This is an optimization exercise on Yosys and OpenROAD, whose aim is small area, not a production implementation. Function was checked by simulation only, so behaviour that the tests miss may differ from the original.

==> inputs of job 5737 <==
==> flow/design.v (excerpt) <==
module MatrixMultiplier
    #(
        parameter WIDTH = 16
    )(
        input                            NRST,CLK,START,
        input      signed [WIDTH - 1: 0] A,B,
        output     signed [2*WIDTH  : 0] OUT,
        output                           OUT_STROBE
    );
==> flow/config.mk <==
export PLATFORM = sky130hd
export DESIGN_NAME = MatrixMultiplier
export DESIGN_NICKNAME = MatrixMultiplier
export VERILOG_FILES = /design/flow/design.v
export SDC_FILE = /design/flow/constraint.sdc
export NUM_CORES = 4
export LEC_CHECK = 0
export CAP_MARGIN = 20
export CORE_MARGIN = 2
export CORE_UTILIZATION = 60
export CTS_BUF_LIST = sky130_fd_sc_hd__clkbuf_4 sky130_fd_sc_hd__clkbuf_8
export SLEW_MARGIN = 20
export SYNTH_HIERARCHICAL = 1
==> flow/constraint.sdc <==
create_clock -name core_clock -period 7.5 [get_ports {CLK}]
set_input_delay 1.5000 -clock core_clock [delete_from_list [all_inputs] [get_ports {CLK}]]
set_output_delay 1.5000 -clock core_clock [all_outputs]
set_load 0.01 [all_outputs]
standard.sh (not shown) runs the stock make flow with config.mk's settings and CLKGATE_MAP_FILE= SYNTH_SCRIPT=/design/flow/synth_recipe.tcl, a recipe that flattens the netlist after the stock synthesis.
==> flow/flow/run.sh <==
#!/bin/bash
# Layout flow: the standard ORFS flow (standard.sh, standard synthesis unchanged) with
# these changes:
#  1. after synthesis, flow/downsize.py sets the combinational cells ABC upsized back to their
#     drive-strength-1 variant (same footprint and function); repair_design / repair_timing in
#     the later steps size up again where timing needs it. Flip-flops are not touched.
#  2. buffer_ports gives every input and output port a sky130_fd_sc_hd__buf_2 instead of the
#     delay buffer it picks by default; after global placement, flow/portbuf.tcl sets the
#     output port buffers, and the input port buffers that feed few cells, to buf_1.
# Each step's full output goes to a log file in this folder.
set -euo pipefail
ARGS=("BUFFER_PORTS_ARGS=-buffer_cell sky130_fd_sc_hd__buf_2")
R=orfs/results/${FLOW_PLATFORM:-sky130hd}/MatrixMultiplier/base
bash standard.sh "${ARGS[@]}" synth > flow_synth.log 2>&1
python3 flow/downsize.py "$FLOW_HOME/platforms/sky130hd/lib/sky130_fd_sc_hd__tt_025C_1v80.lib" \
  "$R/1_2_yosys.v" > flow_downsize.log 2>&1
rm -f "$R/1_synth.odb"
bash standard.sh "${ARGS[@]}" 3_3_place_gp > flow_place_gp.log 2>&1
PORTBUF_ODB="$R/3_3_place_gp.odb" openroad -no_init -exit flow/portbuf.tcl > flow_portbuf.log 2>&1
bash standard.sh "${ARGS[@]}" finish > flow_finish.log 2>&1
Other scripts of this flow, unchanged in this note and not shown: flow/flow/downsize.py, flow/flow/portbuf.tcl
==> job 5513 (differences from job 5737) <==
--- a/flow/config.mk
+++ b/flow/config.mk
@@ -9,5 +9,6 @@
 export CORE_MARGIN = 2
 export CORE_UTILIZATION = 60
 export CTS_BUF_LIST = sky130_fd_sc_hd__clkbuf_4 sky130_fd_sc_hd__clkbuf_8
+export GPL_TIMING_DRIVEN = 0
 export SLEW_MARGIN = 20
 export SYNTH_HIERARCHICAL = 1
==> flow_metrics.py <==
metrics = {
    "cells_and_area": {
        "drive_gt1_share_pct": 6.81,
        "nFillCells": 912,
        "multiInputGateArea_um2": 6020,
        "nonClkBufAreaFrac_pct": 4.08,
        "mostFrequentLayoutCells": "fa_1, xor2_1, a22oi_1",
    },
    "route": {
        "post_drt_via_cell_ratio": 6.27,
    },
    "outcome": {
        "status": "finished clean",
    },
    "grt": {
        "grtUsageMet3_pct": 5.23,
    },
    "critical_path": {
        "cp_cell_sequence": "clkbuf_4 > ha_1 > and2b_2 > xor2_1 > a22oi_1 > fa_1 > fa_1 > fa_1 > ha_1 > fa_1 > fa_1 > fa_1 > ha_1 > nand4_1 > o21ai_1 > a211oi_4 > o21ai_1 > a31o_1 > xnor2_1",
    },
}
That was job 5513.
==> flow_metrics.py <==
metrics = {
    "sta": {
        "clock_skew_ns": 0.00845,
        "fin_hold_ws_ns": 0.497,
    },
    "cells_and_area": {
        "nonClkBufAreaFrac_pct": 6.57,
        "drive_gt1_share_pct": 8.22,
        "multiInputGateArea_um2": 5950,
        "mostFrequentLayoutCells": "fa_1, xor2_1, a22oi_1",
        "nFillCells": 918,
        "register_area_um2": 711,
    },
    "outcome": {
        "status": "finished clean",
    },
    "grt": {
        "grtUsageMet2_pct": 56.6,
        "grtUsageMet3_pct": 6.00,
    },
    "critical_path": {
        "cp_cell_sequence": "buf_2 > ha_1 > and2b_1 > buf_4 > xor2_1 > a22oi_1 > fa_1 > fa_1 > fa_1 > fa_1 > ha_1 > fa_1 > fa_1 > ha_1 > nand4_1 > o211ai_1 > a41oi_1 > o21bai_1 > and2_1 > xnor2_1",
        "crit_path_end": "Q[21]",
    },
    "cts": {
        "cts.repair.resized": 0,
    },
    "route": {
        "wl_per_cell_um": 21.6,
    },
}
That was job 5737.

## port drivers added, routing unchanged
In the flow no input, the clock included, has a driving cell. The finished layouts below were timed again as built, in two steps. Step 1, drivers: a clkbuf_16 drives CLK and a buf_2 each remaining input, both assumed. Step 2 also shifts input and output timing later by t, the mid clock arrival at the registers, as if the neighbouring blocks saw the same clock. Slacks: no drivers / after step 1 / after step 2; pairs: no drivers / after step 1.
run	t, ns	slack for setup (ns)	hold WS [ns]	worst setup path after step 2	cell pins on the clock port's net
job 5737	0.356	0.421 / 0.432 / 0.075	0.497 / 0.497 / 0.497	input to register	1
job 5513	0.351	0.317 / 0.332 / -0.019	0.490 / 0.490 / 0.490	input to register	1
With both steps, setup timing fails in job 5513, where it was met with ideal ports. The setup slack of job 5737, which loses most, moves by +0.011 ns with the drivers and by -0.346 ns with both steps.
